Context: an optimization exercise on an open-source flow, tuned for small area. The choices shown serve that exercise and are no tape-out recipe.
Where RTL was checked, it was by simulation tests only, not by an equivalence proof against the original.
Function not checked in runs 5 and 6: the RTL went through the layout flow alone.
Power and IR drop assume default switching activity.

==> flow/design.v <==
module ras #(
	parameter DATA_WIDTH = 64,
	parameter DATA_DEPTH = 4
)(
	input  logic                  rst_ni,
	input  logic                  clk_i,
	input  logic                  bp_flush_i,
	input  logic                  ras_push_i,
	input  logic                  ras_pop_i,
	input  logic [DATA_WIDTH-1:0] ras_data_i,
	output logic                  ras_data_vld_o,
	output logic [DATA_WIDTH-1:0] ras_data_o
);
  logic [DATA_DEPTH-1:0] [DATA_WIDTH-1:0] data_d, data_q;
  logic [DATA_DEPTH-1:0] data_vld_d, data_vld_q;
  assign ras_data_vld_o = data_vld_q[0];
  assign ras_data_o     = data_q[0];
  logic sel_push, sel_pop, sel_hold, sel_in;
  assign sel_push = ras_push_i & ~ras_pop_i;    
  assign sel_pop  = ras_pop_i  & ~ras_push_i;   
  assign sel_hold = ~(sel_push | sel_pop);      
  assign sel_in   = ras_push_i;                 
  ras_sel3 #(.W(DATA_WIDTH)) u_sel_top (
    .sa(sel_in),  .a(ras_data_i),
    .sb(sel_pop), .b(data_q[1]),
    .sc(~ras_push_i & ~ras_pop_i), .c(data_q[0]),
    .y(data_d[0])
  );
  for (genvar i = 1; i < DATA_DEPTH-1; i++) begin : g_mid
    ras_sel3 #(.W(DATA_WIDTH)) u_sel (
      .sa(sel_push), .a(data_q[i-1]),
      .sb(sel_pop),  .b(data_q[i+1]),
      .sc(sel_hold), .c(data_q[i]),
      .y(data_d[i])
    );
  end
  assign data_d[DATA_DEPTH-1] = sel_push ? data_q[DATA_DEPTH-2] : data_q[DATA_DEPTH-1];
  always_comb begin
    data_vld_d = data_vld_q;
    if (sel_push) begin
      data_vld_d = {data_vld_q[DATA_DEPTH-2:0], 1'b1};
    end else if (sel_pop) begin
      data_vld_d = {1'b0, data_vld_q[DATA_DEPTH-1:1]};
      data_vld_d[0] = data_vld_q[1] & data_vld_q[0];
    end else begin
      if (ras_push_i) data_vld_d[0] = 1'b1;
      data_vld_d[1] = data_vld_q[1] & data_vld_q[0];
    end
    if (bp_flush_i) data_vld_d[0] = 1'b0;
  end
  always_ff @(posedge clk_i or negedge rst_ni) begin
    if (~rst_ni) data_vld_q[0] <= 1'b0;
    else         data_vld_q[0] <= data_vld_d[0];
  end
  always_ff @(posedge clk_i) begin
    data_vld_q[DATA_DEPTH-1:1] <= data_vld_d[DATA_DEPTH-1:1];
  end
  always_ff @(posedge clk_i) begin
    data_q <= data_d;
  end
endmodule
module ras_sel3 #(
	parameter W = 64
)(
	input  logic         sa,
	input  logic [W-1:0] a,
	input  logic         sb,
	input  logic [W-1:0] b,
	input  logic         sc,
	input  logic [W-1:0] c,
	output logic [W-1:0] y
);
  assign y = ({W{sa}} & a) | ({W{sb}} & b) | ({W{sc}} & c);
endmodule
==> flow/flow/run.sh <==
#!/bin/bash
# Standard ORFS layout, with the smallest buffer on the ports and a clock tree
# of larger clusters and no dummy loads.
set -euo pipefail
bash standard.sh \
  BUFFER_PORTS_ARGS="-buffer_cell sky130_fd_sc_hd__buf_1" \
  CTS_ARGS="-sink_clustering_enable -repair_clock_nets -sink_clustering_size 20 -sink_clustering_max_diameter 200 -buf_list sky130_fd_sc_hd__clkbuf_8 -dont_use_dummy_load" \
  finish > standard.log 2>&1
==> flow/standard.sh <==
#!/bin/bash
# synth_recipe.tcl (not shown) runs the flow's synth.tcl, then flattens the netlist and writes it again
# the make line also repeats each setting of config.mk as NAME=value (left out here)
make -C /OpenROAD-flow-scripts/flow DESIGN_CONFIG=/design/flow/config.mk WORK_HOME=/design/flow/orfs CLKGATE_MAP_FILE= SYNTH_SCRIPT=/design/flow/synth_recipe.tcl "${@:-finish}"
==> flow/config.mk <==
export PLATFORM = sky130hd
export DESIGN_NAME = ras
export DESIGN_NICKNAME = ras
export VERILOG_FILES = /design/flow/design.v
export SDC_FILE = /design/flow/constraint.sdc
export NUM_CORES = 4
export LEC_CHECK = 0
export CAP_MARGIN = 20
export CORE_MARGIN = 2
export CORE_UTILIZATION = 75
export SLEW_MARGIN = 20
export SYNTH_HIERARCHICAL = 1
export SYNTH_MINIMUM_KEEP_SIZE = 0
==> flow/constraint.sdc <==
create_clock -name core_clock -period 4.0 [get_ports {clk_i}]
set_input_delay 0.8000 -clock core_clock [delete_from_list [all_inputs] [get_ports {clk_i}]]
set_output_delay 0.8000 -clock core_clock [all_outputs]
set_load 0.01 [all_outputs]
==> flow_summary.toml, run 1 <==
[setup_path]
start_kind = "input port"
end_kind = "register"
worstPathArrival_ns = 2.76
path_max_fanout = 64
required_ns = 4.38
path_class = "input port to register"

[detailed_routing]
wire_per_inst_um = 18.29
ant_nets = 0
remaining_drc_errors = 0
drt_iter0_markers = 1315
routed_wl_mm = 18.13
vias = 6508
dr.pass1.iters = 12
vias_per_cell = 6.567

[logic_synthesis]
netlist_area_sq_um = 9688
synth.distinct_cells = 17
seq_area_frac_synth = 0.6060
synth_seq_cells = 260
syn_nets = 860
syn_inst = 788
avgSynthCellArea_sq_um = 12.29
synth-warning-count = 7

[power]
ir_drop_mv = 0.4088
p_leak_nw = 4.445
power_density_nw_per_um2 = 525.2

[placed_design]
port_buffers = 133
post_dp_cell_area_sq_um = 9492
place_congestion = 0.7223
dp_hpwl_mm = 10.86
pre_cts_slack_ns = 1.122
placed_cells = 975

[global_routing]
overflow = 0
grt_use_total = 0.2503
grt_use_met2 = 0.4226
met3_usage = 0.05184
first_global_vias = 6035
grt_antenna_before_repair = 0
grtUsageMet1 = 0.3332
busiest_layer = "met2"
grt_first_pass_wirelength_mm = 29.33
grt_max_degree = 89

[finish]
layout.nets = 893
antennaDiodeCount = 0
drive_gt1_frac = 0.03907
ff_latch_area_sq_um = 5871
fill_cells = 878
area.growth.synth_to_final_pct = 0.2453
multi_input_area_sq_um = 2047
fin_cells = 991
final_cell_area_sq_um = 9712

[hold_path]
hp-class = "input port to asynchronous set/reset pin"

[sta]
period_minus_slack_ns = 2.376
setup-violations-final = 0
hold_violations = 0
fin_skew_ns = 0.009433
slew_viol_final = 0
tns_ns = 0
rsz0062_at_grt = "no"
fin_ws_ns = 1.624
fin_crit_sh = 0.5940
slew_headroom = 0.4334
fmax_mhz = 420.9
tightest_slew_ns = 0.8498

[cts]
cts_tree = "done"
cts_buffers = 16
clk_pin_slew_worst_paths_ns = 0.11
clock-root-buffer = "clkbuf_8"
cts_buffer_depth = 3
post_cts_buffers = 0
cts_max_level = 1
insertion_delay_ns = 0.49
cts.sink_count = 260
cts_resized = 0
ctsHoldBuffers = 0

[floorplanning]
dieArea_sq_um = 13840
die_y_um = 117.7
ioPinCount = 134
start_util = 0.7677
core_sq_um = 12620
dieWidth_um = 117.7
rows = 41

[flow_run]
maxCapViolations = 0

[status]
outcome = "complete, no violations"
[registers in the layout, indices dropped and copies added, names as in the netlist]
register / count
data_vld_q: 4
data_q: 256
[layout by cell type, fill, tap and decap left out, drive strengths merged]
master  instances
nand3b          1
dfxtp         193
a21oi           2
edfxtp         66
mux2            1
and2            1
buf           141
o22ai           1
inv           196
a222oi        192
nor2            1
clkinv          1
dfrtp           1
ha              3
clkbuf         17
o21ai           2
[synthesized netlist by cell type]
library cell / n / area [sq um]
o22ai_1: 1 / 6.260
o21ai_1: 1 / 5.000
nand3b_1: 1 / 7.510
a21oi_1: 2 / 10.01
and2_2: 1 / 7.510
edfxtp_1: 66 / 1982
inv_1: 197 / 739.5
nor2_1: 1 / 3.750
o21ai_0: 1 / 5.000
dfxtp_1: 193 / 3864
dfrtp_1: 1 / 25.02
buf_2: 21 / 105.1
ha_1: 3 / 37.54
mux2_4: 1 / 15.01
buf_6: 42 / 473.0
buf_4: 64 / 480.5
a222oi_1: 192 / 1922
[critical path, stage by stage]
cell      delay (ns)
buf_1           0.14
inv_1           0.11
ha_2            0.40
clkinv_2        0.45
buf_12          0.41
a222oi_1        0.34
inv_1           0.08
[cell type report]
cell class / count / area share
clock buffers: 16 / 0.02267
repair buffers: 142 / 0.06364
multi-input cells: 204 / 0.2108
well taps: 172 / 0.02216
inverters: 197 / 0.07627
flip-flops and latches: 260 / 0.6045
[kinds of logic (layout without fill, tap and decap cells)]
family	after synthesis	in the layout	synth area share
AND/OR/NAND/NOR	3	3	0.001937
multiplexers	1	1	0.001549
buffers and inverters	324	355	0.1856
flip-flops	260	260	0.6060
adder cells (fa/ha/maj)	3	3	0.003875
AO/OA/AOI/OAI	197	197	0.2011
[layer usage]
layer  vias to the layer above  wire (um)
li1                       2972          -
met1                      3180       7298
met2                       326       8937
met3                        30       1592
met4                         0        297
met5                         -          0
[stage by stage]
step,power (W),hold slack [ns],util
2_1_floorplan,0.003957,0.4296,-
3_5_place_dp,0.004075,0.4449,0.7521
4_1_cts,0.005123,0.03038,0.7696
3_3_place_gp,0.003996,0.4360,0.7521
5_1_grt,0.005350,0.03338,0.7696
6_report,0.005101,0.05226,0.7696
[final timing paths]
path                       cells after the start         from            end  slack (ns)
setup / recovery                               7    ras_pop_i    data_q[169]        1.62
hold / removal                                 1       rst_ni  data_vld_q[0]        0.05
setup reg to reg                               2    data_q[0]     data_q[64]        3.07
hold reg to reg                                0  data_q[179]    data_q[243]        0.47
max in group asynchronous                      1       rst_ni  data_vld_q[0]        3.85
min in group core_clock                        2   bp_flush_i  data_vld_q[0]        0.45
[report_power, final]
group          leakage, nW  switching, W  internal (W)
logic                 2.07      0.000363      0.000288
clock network        0.115      0.000713      0.000365
registers             2.26      0.000272       0.00310
==> run 2, diff against run 1 <==
--- a/flow/config.mk
+++ b/flow/config.mk
@@ -9,3 +9,3 @@
 export CORE_MARGIN = 2
-export CORE_UTILIZATION = 75
+export CORE_UTILIZATION = 40
 export SLEW_MARGIN = 20
==> flow_summary.toml, run 2 <==
[status]
outcome = "complete, no violations"

[global_routing]
grt_max_degree = 112
grt_first_pass_wirelength_mm = 29.70
grt_use_total = 0.1376
grt_antenna_before_repair = 0
first_global_vias = 5779
overflow = 0

[setup_path]
startpoint = "ras_push_i"
r2r_start = "data_vld_q[3]"
start_kind = "input port"
path_class = "input port to register"
path_max_fanout = 67
required_ns = 4.19
reg2regPathDepth = 1
end_kind = "register"
worstPathArrival_ns = 2.51

[cts]
ctsHoldBuffers = 1
cts_resized = 0
cts_tree = "done"
clock-root-buffer = "clkbuf_8"
clk_pin_slew_worst_paths_ns = 0.12
cts_max_level = 1
cts_buffers = 16
post_cts_buffers = 0
cts_buffer_depth = 3
cts.sink_count = 260
insertion_delay_ns = 0.52

[sta]
tns_ns = 0
hold_violations = 0
slew_headroom = 0.3930
fin_crit_sh = 0.5780
slew_viol_final = 0
rsz0062_at_grt = "no"
tightest_slew_ns = 0.9105
fin_skew_ns = 0.01961
fmax_mhz = 432.5
setup-violations-final = 0
period_minus_slack_ns = 2.312

[detailed_routing]
routed_wl_mm = 18.47
ant_nets = 0
remaining_drc_errors = 0
drt_iter0_markers = 1043
dr.pass1.iters = 9
wire_per_inst_um = 16.19
vias = 6215
vias_per_cell = 5.447

[placed_design]
dp_hpwl_mm = 10.53
port_buffers = 133
place_congestion = 0.6700

[power]
pwr-share-clk = 0.218
finalPower_w = 0.005114
p_leak_nw = 4.459
ir_drop_mv = 0.2842
power.switching_w = 0.001361
power_density_nw_per_um2 = 515.4
combinationalPowerShare = 0.125
p_sw_frac = 0.2660
p_seq_frac = 0.658
intPower_w = 0.003754

[logic_synthesis]
synth_area_leaders = "dfxtp_1 40%, edfxtp_1 20%, a222oi_1 20%, inv_1 7.6%, buf_4 5.0%"
synth_top_area_frac = 0.3988
yosysMostFrequentCell = "inv_1"
synth.distinct_cells = 17
yosysTopAreaCell = "dfxtp_1"
syn_inst = 788
synthArstFlopShare = 0.003846
seq_area_frac_synth = 0.6060
synth_seq_cells = 260
netlist_top_cells_count = "197 x inv_1, 193 x dfxtp_1, 192 x a222oi_1"
avgSynthCellArea_sq_um = 12.29
syn_nets = 860
synth_edf_count = 66
netlist_area_sq_um = 9688
synth_ff_type = "dfxtp_1"
synth-warning-count = 7

[floorplanning]
core_sq_um = 23610
rows = 56
dieWidth_um = 159.6
dieArea_sq_um = 25480
start_util = 0.4103
die_y_um = 159.6
ioPinCount = 134

[finish]
top_register = "data_q"
drive_gt1_frac = 0.04136
fill_cells = 2244
largest_register_ffs = 256
antennaDiodeCount = 0
layout.nets = 896
final_common_cell = "inv_1"
final_util = 0.4202
area.growth.synth_to_final_pct = 2.415
largestRegisters = "data_q (256), data_vld_q (4)"
most-common-layout-cells = "196 x inv_1, 193 x dfxtp_1, 192 x a222oi_1, 132 x buf_1, 66 x edfxtp_1"

[hold_path]
hold_start = "bp_flush_i"
whs_path_depth = 2
hp-class = "input port to register"

[flow_run]
maxCapViolations = 0
## run 2: cell count changes in the layout (fill, tap and decap cells not counted), sizes merged
cell / before / now
buf: 141 / 143
inv: 196 / 197
clkinv: 1 / 0
dlygate4sd3: 0 / 1
## run 2: path summary, 6_finish.rpt
path,to,slack (ns)
worst max-delay path,data_q[254],1.69
worst min-delay path,data_vld_q[0],0.42
worst max register to register,data_vld_q[2],3.11
worst min register to register,data_q[202],0.46
max in group asynchronous,data_vld_q[0],3.33
min in group asynchronous,data_vld_q[0],0.57
## run 2: cells by family after synthesis
| logic type | count (synthesis) | synth area share |
|---|---|---|
| simple gates | 3 | 0.001937 |
| mux | 1 | 0.001549 |
| fa+ha+maj | 3 | 0.003875 |
| flops | 260 | 0.6060 |
| compound gates | 197 | 0.2011 |
| buf+inv | 324 | 0.1856 |
## run 2: cell type report
class	instances	area (sq um)	area share
Sequential cell	260	5871	0.5917
Clock buffer	16	220.2	0.02219
Inverter	197	742.0	0.07478
Multi-Input combinational cell	204	2047	0.2063
Timing Repair Buffer	145	643.1	0.06482
Tap cell	319	399.1	0.04023
## run 2: power by group through the flow
stage               clock network [W]  registers, W  logic [W]
finish                        0.00111       0.00336   0.000637
global route                  0.00127       0.00342   0.000727
CTS                           0.00120       0.00336   0.000646
detailed placement                  0       0.00342   0.000645
global placement                    0       0.00341   0.000624
floorplan                           0       0.00334   0.000618
## run 2: routing by layer
layer | part of all wire | up-vias | GRT usage
li1 | - | 2985 | -
met5 | 0 | - | 0
met2 | 0.45 | 227 | 0.2200
met3 | 0.058 | 23 | 0.02130
met1 | 0.46 | 2980 | 0.1939
met4 | 0.024 | 0 | 0.03926
## run 2: critical path, stage by stage
cell and delay (ns):
clkbuf_2 0.09, buf_4 0.64, ha_4 0.59, buf_12 0.32
## run 2: metrics by stage
stage | cell area, sq um | setup WS (ns) | hold WS [ns] | instances
after floorplan | 9688 | 0.8160 | 0.4296 | 788
after global routing | 9922 | 1.525 | 0.3834 | 1141
after CTS | 9922 | 1.695 | 0.3679 | 1141
after global placement | 9692 | 1.128 | 0.4393 | 1124
after detailed placement | 9692 | 1.091 | 0.4427 | 1124
final | 9922 | 1.688 | 0.4150 | 1141
==> run 3, diff against run 2 <==
--- a/flow/config.mk
+++ b/flow/config.mk
@@ -9,3 +9,3 @@
 export CORE_MARGIN = 2
-export CORE_UTILIZATION = 40
+export CORE_UTILIZATION = 55
 export SLEW_MARGIN = 20
==> flow_summary.toml, run 3 <==
[floorplanning]
start_util = 0.5621
dieArea_sq_um = 18690
ioPinCount = 134
die_y_um = 136.7
core_sq_um = 17240
dieWidth_um = 136.7
rows = 48

[global_routing]
grt_antenna_before_repair = 0
grt_first_pass_wirelength_mm = 29.30
first_global_vias = 5884
grt_use_total = 0.1917
grt_max_degree = 109
overflow = 0

[logic_synthesis]
syn_nets = 860
netlist_top_cells_count = "197 x inv_1, 193 x dfxtp_1, 192 x a222oi_1"
synth_edf_count = 66
synth-warning-count = 7
netlist_area_sq_um = 9688
synth_top_area_frac = 0.3988
synthArstFlopShare = 0.003846
yosysMostFrequentCell = "inv_1"
seq_area_frac_synth = 0.6060
synth_ff_type = "dfxtp_1"
synth.distinct_cells = 17
synth_seq_cells = 260
synth_area_leaders = "dfxtp_1 40%, edfxtp_1 20%, a222oi_1 20%, inv_1 7.6%, buf_4 5.0%"
syn_inst = 788
yosysTopAreaCell = "dfxtp_1"
avgSynthCellArea_sq_um = 12.29

[sta]
whs_ns = 0.04300
period_minus_slack_ns = 1.944
tightest_slew_ns = 0.8075
slew_headroom = 0.4616
fmax_mhz = 514.4
slew_viol_final = 0
fin_crit_sh = 0.4860
tns_ns = 0
fin_skew_ns = 0.02838
setup-violations-final = 0
hold_violations = 0
rsz0062_at_grt = "no"

[setup_path]
worstPathArrival_ns = 2.33
crit_cells = 7
regToRegEndpoint = "data_q[105]"
reg2regPathDepth = 2
cp_cell_sequence = "clkbuf_2 -> inv_1 -> ha_4 -> buf_12 -> inv_1 -> o22ai_1 -> a21oi_1"
path_class = "input port to register"
path_max_fanout = 80
crit_slowest_cell = "ha_4"
r2r_start = "data_q[41]"
rrSetupSlack_ns = 3.09
end_kind = "register"
crit_top_cell = "inv_1"
worst-path-buf-inv = 4
start_kind = "input port"
slowest_delay_ns = 0.53
required_ns = 4.39
cp_top_family = "buffers and inverters"

[finish]
layout.nets = 894
drive_gt1_frac = 0.04024
top_register = "data_q"
largest_register_ffs = 256
most-common-layout-cells = "196 x inv_1, 193 x dfxtp_1, 192 x a222oi_1, 132 x buf_1, 66 x edfxtp_1"
final_common_cell = "inv_1"
antennaDiodeCount = 0
final_util = 0.5670
fill_cells = 1486
largestRegisters = "data_q (256), data_vld_q (4)"
area.growth.synth_to_final_pct = 0.8782

[detailed_routing]
ant_nets = 0
vias_per_cell = 6.087
routed-wl-met3_mm = 1.501
wire_per_inst_um = 17.74
dr.pass1.iters = 9
top_layer = "met4"
drt_iter0_markers = 1088
vias = 6361
wl_met1_mm = 7.939
routed_wl_mm = 18.54
dr_wl_met2_mm = 8.821
remaining_drc_errors = 0

[power]
power_density_nw_per_um2 = 521.7
ir_drop_mv = 0.3225
p_leak_nw = 4.445

[cts]
cts.sink_count = 260
post_cts_buffers = 0
clock-root-buffer = "clkbuf_8"
cts_tree = "done"
cts_max_level = 1
ctsHoldBuffers = 0
cts_resized = 0
insertion_delay_ns = 0.51
cts_buffers = 16
cts_buffer_depth = 3
clk_pin_slew_worst_paths_ns = 0.12

[hold_path]
hp-class = "input port to asynchronous set/reset pin"

[placed_design]
port_buffers = 133
place_congestion = 0.6931
dp_hpwl_mm = 10.89

[flow_run]
maxCapViolations = 0

[status]
outcome = "complete, no violations"
run 3: changes by cell type in the layout (fill, tap and decap cells not counted):
cell	change
clkinv_2	+1
buf_12	-1
dlygate4sd3_1	-1
inv_4	-1
run 3: logic make-up after synthesis:
group,count (synthesis),share of synthesized area
buffers and inverters,324,0.1856
DFF,260,0.6060
AOI/OAI and AO/OA,197,0.2011
adders and majority gates,3,0.003875
and+or+nand+nor,3,0.001937
muxes,1,0.001549
run 3: worst max-delay path by stage:
stage                     endpoint        from  slack, ns
global route         data_vld_q[1]  ras_push_i       1.92
global placement        data_q[62]  ras_push_i       1.56
detailed placement     data_q[190]   ras_pop_i       1.53
CTS                 ras_data_o[43]  data_q[43]       2.06
floorplan            data_vld_q[2]   ras_pop_i       0.82
finish               data_vld_q[0]  ras_push_i       2.06
run 3: area by class of cell:
type	count	area (sq um)	share of cell area
sequential	260	5871	0.6007
inverter	197	740.7	0.07579
timing repair buffer	143	613.1	0.06273
clock buffer	16	220.2	0.02253
tap	225	281.5	0.02881
multi-input combinational	204	2047	0.2094
run 3: layer usage:
metal	vias up	GRT usage
met2	249	0.3125
met5	-	0
met1	3114	0.2638
met3	21	0.04111
met4	0	0.04225
li1	2977	-
run 3: metrics by stage:
stage               std cells  worst slack, ns  instance area [sq um]  total power [W]
floorplan                 788           0.8160                   9688         0.003957
global placement         1029            1.556                   9553         0.004012
detailed placement       1029            1.534                   9553         0.004073
CTS                      1045            2.064                   9773         0.005168
global route             1045            1.919                   9773         0.005393
finish                   1045            2.056                   9773         0.005099
run 3: power breakdown:
part / switching (W) / leakage [nW] / internal, W
clock: 0.000724 / 0.115 / 0.000366
combinational: 0.000354 / 2.07 / 0.000286
sequential: 0.000270 / 2.26 / 0.00310
==> run 4, diff against run 3 <==
--- a/flow/design.v
+++ b/flow/design.v
@@ -36,3 +36,7 @@
   end
-  assign data_d[DATA_DEPTH-1] = sel_push ? data_q[DATA_DEPTH-2] : data_q[DATA_DEPTH-1];
+  ras_sel2 #(.W(DATA_WIDTH)) u_sel_bottom (
+    .sa(sel_push), .sa_n(~sel_push), .a(data_q[DATA_DEPTH-2]),
+    .b(data_q[DATA_DEPTH-1]),
+    .y(data_d[DATA_DEPTH-1])
+  );
   always_comb begin
@@ -74 +78,12 @@
 endmodule
+module ras_sel2 #(
+	parameter W = 64
+)(
+	input  logic         sa,
+	input  logic         sa_n,
+	input  logic [W-1:0] a,
+	input  logic [W-1:0] b,
+	output logic [W-1:0] y
+);
+  assign y = ({W{sa_n}} | a) & ({W{sa}} | b);
+endmodule
==> flow_summary.toml, run 4 <==
[status]
outcome = "complete, no violations"

[finish]
top_register = "data_q"
drive_gt1_frac = 0.04289
most-common-layout-cells = "257 x dfxtp_1, 195 x inv_1, 192 x a222oi_1, 132 x buf_1, 64 x o22a_1"
layout.nets = 960
antennaDiodeCount = 0
area.growth.synth_to_final_pct = -0.07712
largestRegisters = "data_q (256), data_vld_q (4)"
largest_register_ffs = 256
fin_cells = 1111
final_common_cell = "dfxtp_1"
final_util = 0.5626

[detailed_routing]
ant_nets = 0
vias_per_cell = 6.214
drt_iter0_markers = 1052
dr.pass1.iters = 13
wire_per_inst_um = 18.06
remaining_drc_errors = 0
routed_wl_mm = 20.07
vias = 6904

[setup_path]
start_kind = "input port"
worstPathArrival_ns = 2.77
crit_slowest_cell = "clkbuf_2"
slowest_delay_ns = 0.46
crit_cells = 7
reg2regPathDepth = 2
required_ns = 4.39
path_class = "input port to register"
cp_cell_sequence = "clkbuf_2 -> inv_1 -> ha_2 -> inv_4 -> buf_4 -> a222oi_1 -> inv_1"
cp_top_family = "buffers and inverters"
path_max_fanout = 51
end_kind = "register"
worst-path-buf-inv = 5
crit_top_cell = "inv_1"

[floorplanning]
dieWidth_um = 137.1
rows = 48
core_sq_um = 17300
ioPinCount = 134
start_util = 0.5631
die_y_um = 137.1
dieArea_sq_um = 18790

[logic_synthesis]
synth_area_leaders = "dfxtp_1 53%, a222oi_1 20%, inv_1 7.6%, o22a_1 5.8%, buf_6 5.7%"
synth_ff_type = "dfxtp_1"
yosysMostFrequentCell = "dfxtp_1"
yosysTopAreaCell = "dfxtp_1"
synth.distinct_cells = 18
syn_nets = 937
synth-warning-count = 7
netlist_top_cells_count = "257 x dfxtp_1, 196 x inv_1, 192 x a222oi_1"
synthArstFlopShare = 0.003846
seq_area_frac_synth = 0.5370
netlist_area_sq_um = 9739
avgSynthCellArea_sq_um = 11.26
synth_top_area_frac = 0.5283
synth_seq_cells = 260
syn_inst = 865
synth_edf_count = 2

[hold_path]
hp-class = "input port to register"
whs_path_depth = 2

[power]
ir_drop_mv = 0.2820
power_density_nw_per_um2 = 556.2
finalPower_w = 0.005413
p_leak_nw = 4.563

[global_routing]
grt_first_pass_wirelength_mm = 32.26
overflow = 0
grt_max_degree = 136
first_global_vias = 6415
grt_use_total = 0.2075
grt_antenna_before_repair = 0

[placed_design]
place_congestion = 0.7094
dp_hpwl_mm = 11.88
port_buffers = 133
placed_cells = 1094

[sta]
tns_ns = 0
setup-violations-final = 0
slew_headroom = 0.4667
tightest_slew_ns = 0.8000
rsz0062_at_grt = "no"
whs_ns = 0.4745
fin_crit_sh = 0.5947
period_minus_slack_ns = 2.379
hold_violations = 0
slew_viol_final = 0
fin_skew_ns = 0.01748
fmax_mhz = 420.4

[cts]
clock-root-buffer = "clkbuf_8"
cts_resized = 0
cts_max_level = 1
cts_tree = "done"
cts_buffers = 16
cts_buffer_depth = 3
insertion_delay_ns = 0.50
cts.sink_count = 260
clk_pin_slew_worst_paths_ns = 0.12

[flow_run]
maxCapViolations = 0
[run 4: cell types whose count changed in the layout (fill, tap and decap cells not counted), moves of 2 or more]
cell / delta
a21oi_1: -2
o22a_1: +64
edfxtp_1: -64
dfxtp_1: +64
[run 4: worst register-to-register path: cells and delay by family, from the launching register on]
kind	cells	cell delay, ns
compound gates	1	0.37
flops	1	0.35
buf+inv	1	0.08
[run 4: cells by family (layout without fill, tap and decap cells)]
logic type	after synthesis	count (layout)	synth area share
buf+inv	338	359	0.1981
flops	260	260	0.5370
fa+ha+maj	3	3	0.003854
mux	1	1	0.001156
simple gates	2	2	0.001156
compound gates	261	261	0.2587
[run 4: per-layer routing]
| metal | GRT usage | wire length (um) | share of wire |
|---|---|---|---|
| met1 | 0.2883 | 8929 | 0.45 |
| met2 | 0.3389 | 9475 | 0.47 |
| met3 | 0.03556 | 1415 | 0.071 |
| met4 | 0.04754 | 244 | 0.012 |
| met5 | 0 | 0 | 0 |
[run 4: cell type report]
| type | instances | area (sq um) |
|---|---|---|
| clock buffer | 16 | 220.2 |
| fill | 1490 | 7565 |
| timing repair buffer | 146 | 650.6 |
| sequential | 260 | 5230 |
| inverter | 197 | 742.0 |
| tap | 225 | 281.5 |
| multi-input combinational | 267 | 2608 |
[run 4: timing repair]
action                    in CTS  in global routing
hold buffers                   0                  1
hold endpoints to repair       0                  1
setup buffers                  0                  0
[run 4: metrics by stage]
| step | cell area [sq um] | worst slack [ns] |
|---|---|---|
| after floorplan | 9739 | 2.077 |
| after global placement | 9502 | 1.168 |
| after detailed placement | 9502 | 1.047 |
| after CTS | 9722 | 1.597 |
| after global routing | 9732 | 1.470 |
| final | 9732 | 1.621 |
[run 4: final timing paths]
kind                       slack (ns)         from            end
setup / recovery                 1.62   ras_push_i     data_q[72]
hold / removal                   0.47   bp_flush_i  data_vld_q[0]
setup reg to reg                 3.09    data_q[8]     data_q[72]
hold reg to reg                  0.49  data_q[211]    data_q[211]
max in group asynchronous        3.31       rst_ni  data_vld_q[0]
min in group asynchronous        0.58       rst_ni  data_vld_q[0]
[run 4: power by group]
group	switching, W	internal (W)
clock	0.000728	0.000365
sequential	0.000375	0.00311
combinational	0.000416	0.000421
==> run 5, diff against run 4 <==
--- a/flow/design.v
+++ b/flow/design.v
@@ -2,3 +2,4 @@
 	parameter DATA_WIDTH = 64,
-	parameter DATA_DEPTH = 4
+	parameter DATA_DEPTH = 4,
+	parameter SLICE      = 16
 )(
@@ -17,26 +18,24 @@
   assign ras_data_o     = data_q[0];
-  logic sel_push, sel_pop, sel_hold, sel_in;
+  logic sel_push, sel_pop;
   assign sel_push = ras_push_i & ~ras_pop_i;    
   assign sel_pop  = ras_pop_i  & ~ras_push_i;   
-  assign sel_hold = ~(sel_push | sel_pop);      
-  assign sel_in   = ras_push_i;                 
-  ras_sel3 #(.W(DATA_WIDTH)) u_sel_top (
-    .sa(sel_in),  .a(ras_data_i),
-    .sb(sel_pop), .b(data_q[1]),
-    .sc(~ras_push_i & ~ras_pop_i), .c(data_q[0]),
-    .y(data_d[0])
-  );
-  for (genvar i = 1; i < DATA_DEPTH-1; i++) begin : g_mid
-    ras_sel3 #(.W(DATA_WIDTH)) u_sel (
-      .sa(sel_push), .a(data_q[i-1]),
-      .sb(sel_pop),  .b(data_q[i+1]),
-      .sc(sel_hold), .c(data_q[i]),
-      .y(data_d[i])
+  logic [DATA_WIDTH/SLICE-1:0] en3;
+  for (genvar s = 0; s < DATA_WIDTH / SLICE; s++) begin : g_slice
+    ras_slice #(.W(SLICE)) u_slice (
+      .push_i (ras_push_i),
+      .pop_i  (ras_pop_i),
+      .data_i (ras_data_i[s*SLICE +: SLICE]),
+      .q0_i   (data_q[0][s*SLICE +: SLICE]),
+      .q1_i   (data_q[1][s*SLICE +: SLICE]),
+      .q2_i   (data_q[2][s*SLICE +: SLICE]),
+      .q3_i   (data_q[3][s*SLICE +: SLICE]),
+      .d0_o   (data_d[0][s*SLICE +: SLICE]),
+      .d1_o   (data_d[1][s*SLICE +: SLICE]),
+      .d2_o   (data_d[2][s*SLICE +: SLICE]),
+      .en3_o  (en3[s])
     );
+    always_ff @(posedge clk_i) begin
+      if (en3[s]) data_q[3][s*SLICE +: SLICE] <= data_q[2][s*SLICE +: SLICE];
+    end
   end
-  ras_sel2 #(.W(DATA_WIDTH)) u_sel_bottom (
-    .sa(sel_push), .sa_n(~sel_push), .a(data_q[DATA_DEPTH-2]),
-    .b(data_q[DATA_DEPTH-1]),
-    .y(data_d[DATA_DEPTH-1])
-  );
   always_comb begin
@@ -62,4 +61,44 @@
   always_ff @(posedge clk_i) begin
-    data_q <= data_d;
+    data_q[DATA_DEPTH-2:0] <= data_d[DATA_DEPTH-2:0];
   end
+endmodule
+module ras_slice #(
+	parameter W = 16
+)(
+	input  logic         push_i,
+	input  logic         pop_i,
+	input  logic [W-1:0] data_i,
+	input  logic [W-1:0] q0_i,
+	input  logic [W-1:0] q1_i,
+	input  logic [W-1:0] q2_i,
+	input  logic [W-1:0] q3_i,
+	output logic [W-1:0] d0_o,
+	output logic [W-1:0] d1_o,
+	output logic [W-1:0] d2_o,
+	output logic         en3_o
+);
+  logic push_only, pop_only, same, idle;
+  assign push_only = push_i & ~pop_i;
+  assign pop_only  = pop_i  & ~push_i;
+  assign same      = ~(push_only | pop_only);
+  assign idle      = ~push_i & ~pop_i;
+  ras_sel3 #(.W(W)) u_sel_top (
+    .sa(push_i),   .a(data_i),
+    .sb(pop_only), .b(q1_i),
+    .sc(idle),     .c(q0_i),
+    .y(d0_o)
+  );
+  ras_sel3 #(.W(W)) u_sel_1 (
+    .sa(push_only), .a(q0_i),
+    .sb(pop_only),  .b(q2_i),
+    .sc(same),      .c(q1_i),
+    .y(d1_o)
+  );
+  ras_sel3 #(.W(W)) u_sel_2 (
+    .sa(push_only), .a(q1_i),
+    .sb(pop_only),  .b(q3_i),
+    .sc(same),      .c(q2_i),
+    .y(d2_o)
+  );
+  assign en3_o = push_only;
 endmodule
@@ -78,12 +117 @@
 endmodule
-module ras_sel2 #(
-	parameter W = 64
-)(
-	input  logic         sa,
-	input  logic         sa_n,
-	input  logic [W-1:0] a,
-	input  logic [W-1:0] b,
-	output logic [W-1:0] y
-);
-  assign y = ({W{sa_n}} | a) & ({W{sa}} | b);
-endmodule
--- a/flow/config.mk
+++ b/flow/config.mk
@@ -9,3 +9,3 @@
 export CORE_MARGIN = 2
-export CORE_UTILIZATION = 55
+export CORE_UTILIZATION = 40
 export SLEW_MARGIN = 20
==> flow_summary.toml, run 5 <==
[status]
outcome = "complete, no violations"

[logic_synthesis]
synth_edf_count = 66
synth_seq_cells = 260
syn_nets = 869
synth_ff_type = "dfxtp_1"
seq_area_frac_synth = 0.6094
synth-warning-count = 7
syn_inst = 785
yosysTopAreaCell = "dfxtp_1"
synth.distinct_cells = 17
synthArstFlopShare = 0.003846
synth_area_leaders = "dfxtp_1 40%, edfxtp_1 21%, a222oi_1 20%, inv_1 8.1%, buf_4 5.0%"
netlist_top_cells_count = "209 x inv_1, 193 x dfxtp_1, 192 x a222oi_1"
netlist_area_sq_um = 9633
yosysMostFrequentCell = "inv_1"
avgSynthCellArea_sq_um = 12.27
synth_top_area_frac = 0.4011

[sta]
slew_viol_final = 0
hold_violations = 0
slew_headroom = 0.4994
whs_ns = 0.4400
fin_skew_ns = 0.01865
fin_crit_sh = 0.5657
tightest_slew_ns = 0.7508
rsz0062_at_grt = "no"
period_minus_slack_ns = 2.263
tns_ns = 0
fmax_mhz = 441.9
setup-violations-final = 0

[setup_path]
path_class = "input port to register"
worstPathArrival_ns = 2.67
end_kind = "register"
required_ns = 4.40
start_kind = "input port"
path_max_fanout = 55

[floorplanning]
start_util = 0.4092
rows = 56
dieArea_sq_um = 25340
core_sq_um = 23540
dieWidth_um = 159.2
ioPinCount = 134
die_y_um = 159.2

[cts]
clk_pin_slew_worst_paths_ns = 0.12
cts_buffer_depth = 3
cts_tree = "done"
cts_max_level = 1
cts.sink_count = 260
insertion_delay_ns = 0.52
cts_buffers = 16
clock-root-buffer = "clkbuf_8"

[finish]
most-common-layout-cells = "209 x inv_1, 193 x dfxtp_1, 192 x a222oi_1, 132 x buf_1, 66 x edfxtp_1"
area.growth.synth_to_final_pct = 4.482
final_util = 0.4275
largest_register_ffs = 256
top_register = "data_q"
antennaDiodeCount = 0
layout.nets = 936
final_cell_area_sq_um = 10060
largestRegisters = "data_q (256), data_vld_q (4)"
drive_gt1_frac = 0.03882
final_common_cell = "inv_1"

[detailed_routing]
dr.pass1.iters = 13
vias_per_cell = 5.482
top_layer = "met4"
drt_iter0_markers = 1013
ant_nets = 0
vias = 6408
remaining_drc_errors = 0
routed_wl_mm = 18.37
routed-wl-met3_mm = 1.287
dr_wl_met2_mm = 8.352
wl_met1_mm = 8.342
wire_per_inst_um = 15.72

[power]
power_density_nw_per_um2 = 509.5
p_leak_nw = 4.618
finalPower_w = 0.005128
ir_drop_mv = 0.2773

[flow_run]
maxCapViolations = 0

[placed_design]
place_congestion = 0.6772
dp_hpwl_mm = 10.59
post_dp_cell_area_sq_um = 9834
port_buffers = 133

[hold_path]
hp-class = "input port to register"

[global_routing]
grt_max_degree = 56
first_global_vias = 5764
grt_antenna_before_repair = 0
overflow = 0
grt_use_total = 0.1343
grt_first_pass_wirelength_mm = 29.02
==> run 5: changes by cell type after synthesis, moves of 12 or more <==
| cell | previous run | this run |
|---|---|---|
| buf_6 | 49 | 24 |
| dfxtp_1 | 257 | 193 |
| edfxtp_1 | 2 | 66 |
| ha_1 | 3 | 15 |
| inv_1 | 196 | 209 |
| o22a_1 | 64 | 0 |
==> run 5: worst max-delay path, stage by stage <==
cell	delay, ns
buf_2	0.44
buf_4	0.63
inv_1	0.11
ha_1	0.32
nor2b_1	0.13
o21ai_1	0.14
a21oi_1	0.07
==> run 5: path summary, 6_finish.rpt <==
kind / startpoint / endpoint / slack, ns / depth (start not counted)
max: ras_push_i / data_vld_q[0] / 1.74 / 7
min: bp_flush_i / data_vld_q[0] / 0.44 / 2
max reg2reg: data_vld_q[3] / data_vld_q[2] / 3.11 / 1
min reg2reg: data_q[188] / data_q[252] / 0.46 / 0
max in group asynchronous: rst_ni / data_vld_q[0] / 3.32 / 2
min in group asynchronous: rst_ni / data_vld_q[0] / 0.57 / 2
==> run 5: repair_timing <==
| action | in CTS | in global routing |
|---|---|---|
| gates resized for setup | 0 | 0 |
| endpoints found under the hold margin | 1 | 0 |
| buffers inserted | 0 | 0 |
| hold buffers | 1 | 0 |
==> run 5: per-layer routing <==
metal	vias up	global-route usage
met4	0	0.03719
met1	3092	0.1889
met5	-	0
met2	243	0.2138
li1	3052	-
met3	21	0.02370
==> run 5: stage by stage <==
step / setup slack, ns / std cells
6_report: 1.737 / 1169
5_1_grt: 1.637 / 1169
3_5_place_dp: 1.178 / 1152
2_1_floorplan: 1.962 / 785
3_3_place_gp: 1.191 / 1152
4_1_cts: 1.749 / 1169
==> run 5: kinds of logic (layout without fill, tap and decap cells) <==
family	Yosys count	after routing	synth area share
fa+ha+maj	15	15	0.01948
mux	1	1	0.001169
buf+inv	309	374	0.1656
flops	260	260	0.6094
compound gates	197	197	0.2022
simple gates	3	3	0.002079
==> run 5: cell type report <==
class	count	area (sq um)
timing repair buffer	149	623.1
fill	2284	13480
inverter	209	784.5
tap	319	399.1
clock buffer	16	220.2
sequential	260	5871
multi-input combinational	216	2167
==> run 5: power by group <==
part           internal [W]  leakage [nW]  total (W)  switching (W)
registers           0.00310          2.26    0.00336       0.000264
logic              0.000289          2.24   0.000638       0.000349
clock network      0.000366         0.115    0.00113       0.000762
==> run 6, diff against run 5 <==
==> flow/design.v (replaced) <==
module ras #(
	parameter DATA_WIDTH = 64,
	parameter DATA_DEPTH = 4
)(
	input  logic                  rst_ni,
	input  logic                  clk_i,
	input  logic                  bp_flush_i,
	input  logic                  ras_push_i,
	input  logic                  ras_pop_i,
	input  logic [DATA_WIDTH-1:0] ras_data_i,
	output logic                  ras_data_vld_o,
	output logic [DATA_WIDTH-1:0] ras_data_o
);
  localparam int NSLOT = DATA_DEPTH - 1;
  logic [DATA_WIDTH-1:0] top_q, top_d;
  logic [NSLOT-1:0] [DATA_WIDTH-1:0] slot_q;
  logic       vld_q;      
  logic [1:0] below_q;    
  logic [1:0] wp_q;       
  assign ras_data_vld_o = vld_q;
  assign ras_data_o     = top_q;
  logic push_only, pop_only, idle;
  assign push_only = ras_push_i & ~ras_pop_i;
  assign pop_only  = ras_pop_i  & ~ras_push_i;
  assign idle      = ~ras_push_i & ~ras_pop_i;
  logic [1:0] rp;
  assign rp = (wp_q == 2'd0) ? 2'd2 : wp_q - 2'd1;
  logic [NSLOT-1:0] slot_we, slot_re;
  for (genvar i = 0; i < NSLOT; i++) begin : g_sel
    assign slot_we[i] = push_only & (wp_q == i);
    assign slot_re[i] = pop_only  & (rp   == i);
  end
  ras_sel5 #(.W(DATA_WIDTH)) u_sel_top (
    .s0(ras_push_i), .d0(ras_data_i),
    .s1(idle),       .d1(top_q),
    .s2(slot_re[0]), .d2(slot_q[0]),
    .s3(slot_re[1]), .d3(slot_q[1]),
    .s4(slot_re[2]), .d4(slot_q[2]),
    .y(top_d)
  );
  always_ff @(posedge clk_i) begin
    top_q <= top_d;
    for (int i = 0; i < NSLOT; i++)
      if (slot_we[i]) slot_q[i] <= top_q;
  end
  always_ff @(posedge clk_i or negedge rst_ni) begin
    if (~rst_ni) begin
      vld_q   <= 1'b0;
      below_q <= '0;
      wp_q    <= '0;
    end else if (bp_flush_i) begin
      vld_q   <= 1'b0;
      below_q <= '0;
    end else if (push_only) begin
      vld_q <= 1'b1;
      if (vld_q) begin
        wp_q <= (wp_q == 2'd2) ? 2'd0 : wp_q + 2'd1;
        if (below_q != 2'd3) below_q <= below_q + 2'd1;
      end
    end else if (pop_only) begin
      if (below_q == 2'd0) begin
        vld_q <= 1'b0;
      end else begin
        wp_q    <= rp;
        below_q <= below_q - 2'd1;
      end
    end else if (ras_push_i) begin
      vld_q <= 1'b1;
    end
  end
endmodule
module ras_sel5 #(
	parameter W = 64
)(
	input  logic         s0,
	input  logic [W-1:0] d0,
	input  logic         s1,
	input  logic [W-1:0] d1,
	input  logic         s2,
	input  logic [W-1:0] d2,
	input  logic         s3,
	input  logic [W-1:0] d3,
	input  logic         s4,
	input  logic [W-1:0] d4,
	output logic [W-1:0] y
);
  assign y = ({W{s0}} & d0) | ({W{s1}} & d1) | ({W{s2}} & d2)
           | ({W{s3}} & d3) | ({W{s4}} & d4);
endmodule
==> flow_summary.toml, run 6 <==
[finish]
area.growth.synth_to_final_pct = 10.83
drive_gt1_frac = 0.05649
layout.nets = 736
most-common-layout-cells = "192 x edfxtp_1, 132 x buf_1, 65 x nand2_1"
final_util = 0.4494
largestRegisters = "slot_q (192), top_q (64)"
fill_cells = 1973
final_common_cell = "edfxtp_1"
antennaDiodeCount = 0
top_register = "slot_q"
largest_register_ffs = 192

[flow_run]
maxCapViolations = 0

[logic_synthesis]
synth_ff_type = "edfxtp_1"
synthArstFlopShare = 0.01916
synth.distinct_cells = 26
yosysMostFrequentCell = "edfxtp_1"
synth_seq_cells = 261
syn_nets = 610
synth_top_area_frac = 0.6318
syn_inst = 531
netlist_top_cells_count = "192 x edfxtp_1, 65 x nand2_1, 64 x a222oi_1, 64 x a22oi_1, 64 x dfxtp_1"
synth_top_family_by_area = "compound AO/OA/AOI/OAI gates"
synth_compound_area_frac = 0.1293
synth_fa_ha_area_frac = 0.01371
synth_area_leaders = "edfxtp_1 63%, dfxtp_1 14%, a222oi_1 7.0%, a22oi_1 5.3%, nand2_1 2.7%"
avgSynthCellArea_sq_um = 17.18
seq_area_frac_synth = 0.7860
synth-simple-area-share = 0.03798
yosysTopAreaCell = "edfxtp_1"
netlist_area_sq_um = 9125
synth-warning-count = 7
synth_edf_count = 192
synth_xor_area_frac = 0
synth.area.mux_share = 0.002194

[setup_path]
path_class = "input port to register"
start_kind = "input port"
worstPathArrival_ns = 2.82
end_kind = "register"
slowest_delay_ns = 0.61
crit_slowest_cell = "buf_4"
path_max_fanout = 42
required_ns = 4.45
cp_cell_sequence = "clkbuf_2 -> inv_1 -> ha_1 -> and2_2 -> buf_4 -> a222oi_1 -> nand2_1"

[detailed_routing]
drt_iter0_markers = 611
vias_per_cell = 5.712
dr.pass1.iters = 6
ant_nets = 0
remaining_drc_errors = 0
vias = 5369
routed_wl_mm = 20.51
wire_per_inst_um = 21.81

[global_routing]
grt_antenna_before_repair = 0
grt_first_pass_wirelength_mm = 30.93
first_global_vias = 5457
grt_use_total = 0.1645
grt_max_degree = 66
overflow = 0

[hold_path]
hp-class = "input port to asynchronous set/reset pin"

[status]
outcome = "complete, no violations"

[sta]
tightest_slew_ns = 0.8637
fmax_mhz = 422.8
fin_skew_ns = 0.07337
fin_crit_sh = 0.5913
rsz0062_at_grt = "no"
slew_viol_final = 0
period_minus_slack_ns = 2.365
tns_ns = 0
whs_ns = 0.1315
hold_violations = 0
slew_headroom = 0.4242
setup-violations-final = 0
fin_ws_ns = 1.635

[power]
ir_drop_mv = 0.3321
power.switching_w = 0.001692
intPower_w = 0.004208
p_seq_frac = 0.643
p_sw_frac = 0.2868
p_leak_nw = 3.350
finalPower_w = 0.005900
power_density_nw_per_um2 = 583.4
pwr-share-clk = 0.192
combinationalPowerShare = 0.165

[cts]
cts_max_level = 1
cts_tree = "done"
cts_buffer_depth = 3
post_cts_buffers = 0
clk_pin_slew_worst_paths_ns = 0.11
cts_buffers = 17
ctsHoldBuffers = 0
cts.sink_count = 261
cts_resized = 0
insertion_delay_ns = 0.51
clock-root-buffer = "clkbuf_8"

[floorplanning]
core_sq_um = 22500
dieWidth_um = 155.0
dieArea_sq_um = 24040
die_y_um = 155.0
ioPinCount = 134
rows = 55
start_util = 0.4055

[placed_design]
port_buffers = 133
pre_cts_slack_ns = 1.129
dp_hpwl_mm = 11.53
place_congestion = 0.7061
run 6: logic make-up (layout without fill, tap and decap cells):
kind of cell | count (synthesis) | after routing
adders and majority gates | 10 | 10
buffers and inverters | 40 | 164
DFF | 261 | 261
AOI/OAI and AO/OA | 137 | 137
muxes | 2 | 2
and+or+nand+nor | 81 | 81
run 6: path summary, 6_finish.rpt:
path                        startpoint    endpoint  slack, ns  cells past startpoint
setup / recovery            ras_push_i   top_q[61]       1.63                      7
hold / removal                  rst_ni     wp_q[0]       0.13                      1
setup reg to reg               wp_q[0]   top_q[61]       1.73                      6
hold reg to reg            slot_q[151]   top_q[23]       0.46                      2
max in group asynchronous       rst_ni  below_q[0]       3.54                      1
min in group core_clock    slot_q[151]   top_q[23]       0.46                      2
run 6: area by class of cell:
type | count | area, sq um | share of cell area
tap | 285 | 356.6 | 0.03526
inverter | 5 | 18.77 | 0.001856
multi-input combinational | 230 | 1689 | 0.1670
timing repair buffer | 142 | 643.1 | 0.06359
sequential | 261 | 7172 | 0.7091
clock buffer | 17 | 234.0 | 0.02314
run 6: worst max-delay path: cells and delay by family:
family	cells	cell delay [ns]
compound gates	1	0.19
buf+inv	3	0.84
simple gates	2	0.70
fa+ha+maj	1	0.28
run 6: per-layer routing:
metal,vias up,share of wire,track usage
met1,2753,0.43,0.2216
li1,2403,-,-
met3,24,0.069,0.02925
met5,-,0,0
met4,0,0.014,0.03748
met2,189,0.49,0.2800
run 6: power groups by stage:
stage	registers (W)	logic [W]	clock network (W)
detailed placement	0.00385	0.000990	0
floorplan	0.00387	0.000501	0
finish	0.00379	0.000974	0.00113
CTS	0.00380	0.000994	0.00118
global route	0.00385	0.00107	0.00127
global placement	0.00381	0.000967	0
run 6: per-stage QoR:
step	std cells	area, sq um
2_1_floorplan	531	9125
3_3_place_gp	923	9879
3_5_place_dp	923	9879
4_1_cts	940	10110
5_1_grt	940	10110
6_report	940	10110

-- static timing again, ports no longer ideal --
How much do the figures lean on ideal ports? The routed layouts below were timed once more, with nothing changed but the port constraints. Step 1 sets driving cells, clkbuf_16 on the clock port and buf_2 on the other inputs (assumed; they add their load-dependent delay and slew). Step 2, shift: input delay + t, output delay - t, t = (earliest + latest rising clock arrival at the registers) / 2. This alone moves slack from input paths to output paths. a / b / c = ideal / step 1 / step 2; a / b = the first two.
run | shift t [ns] | slack for setup (ns) | latest minus earliest clock arrival (ns) | worst register clock-pin slew, ns
run 1 | 0.525 | 1.624 / 1.637 / 1.112 | 0.012 / 0.012 | 0.12 / 0.12
run 2 | 0.548 | 1.688 / 1.704 / 1.156 | 0.027 / 0.026 | 0.12 / 0.12
run 3 | 0.531 | 2.056 / 2.052 / 1.539 | 0.034 / 0.034 | 0.12 / 0.12
run 4 | 0.536 | 1.621 / 1.637 / 1.101 | 0.026 / 0.026 | 0.12 / 0.12
run 5 | 0.548 | 1.737 / 1.755 / 1.206 | 0.022 / 0.021 | 0.12 / 0.12
run 6 | 0.509 | 1.635 / 1.648 / 1.139 | 0.076 / 0.076 | 0.12 / 0.12
After both steps setup and hold are still met in every run listed. The setup slack of run 2, which loses most, moves by +0.016 ns with the drivers and by -0.532 ns with both steps.
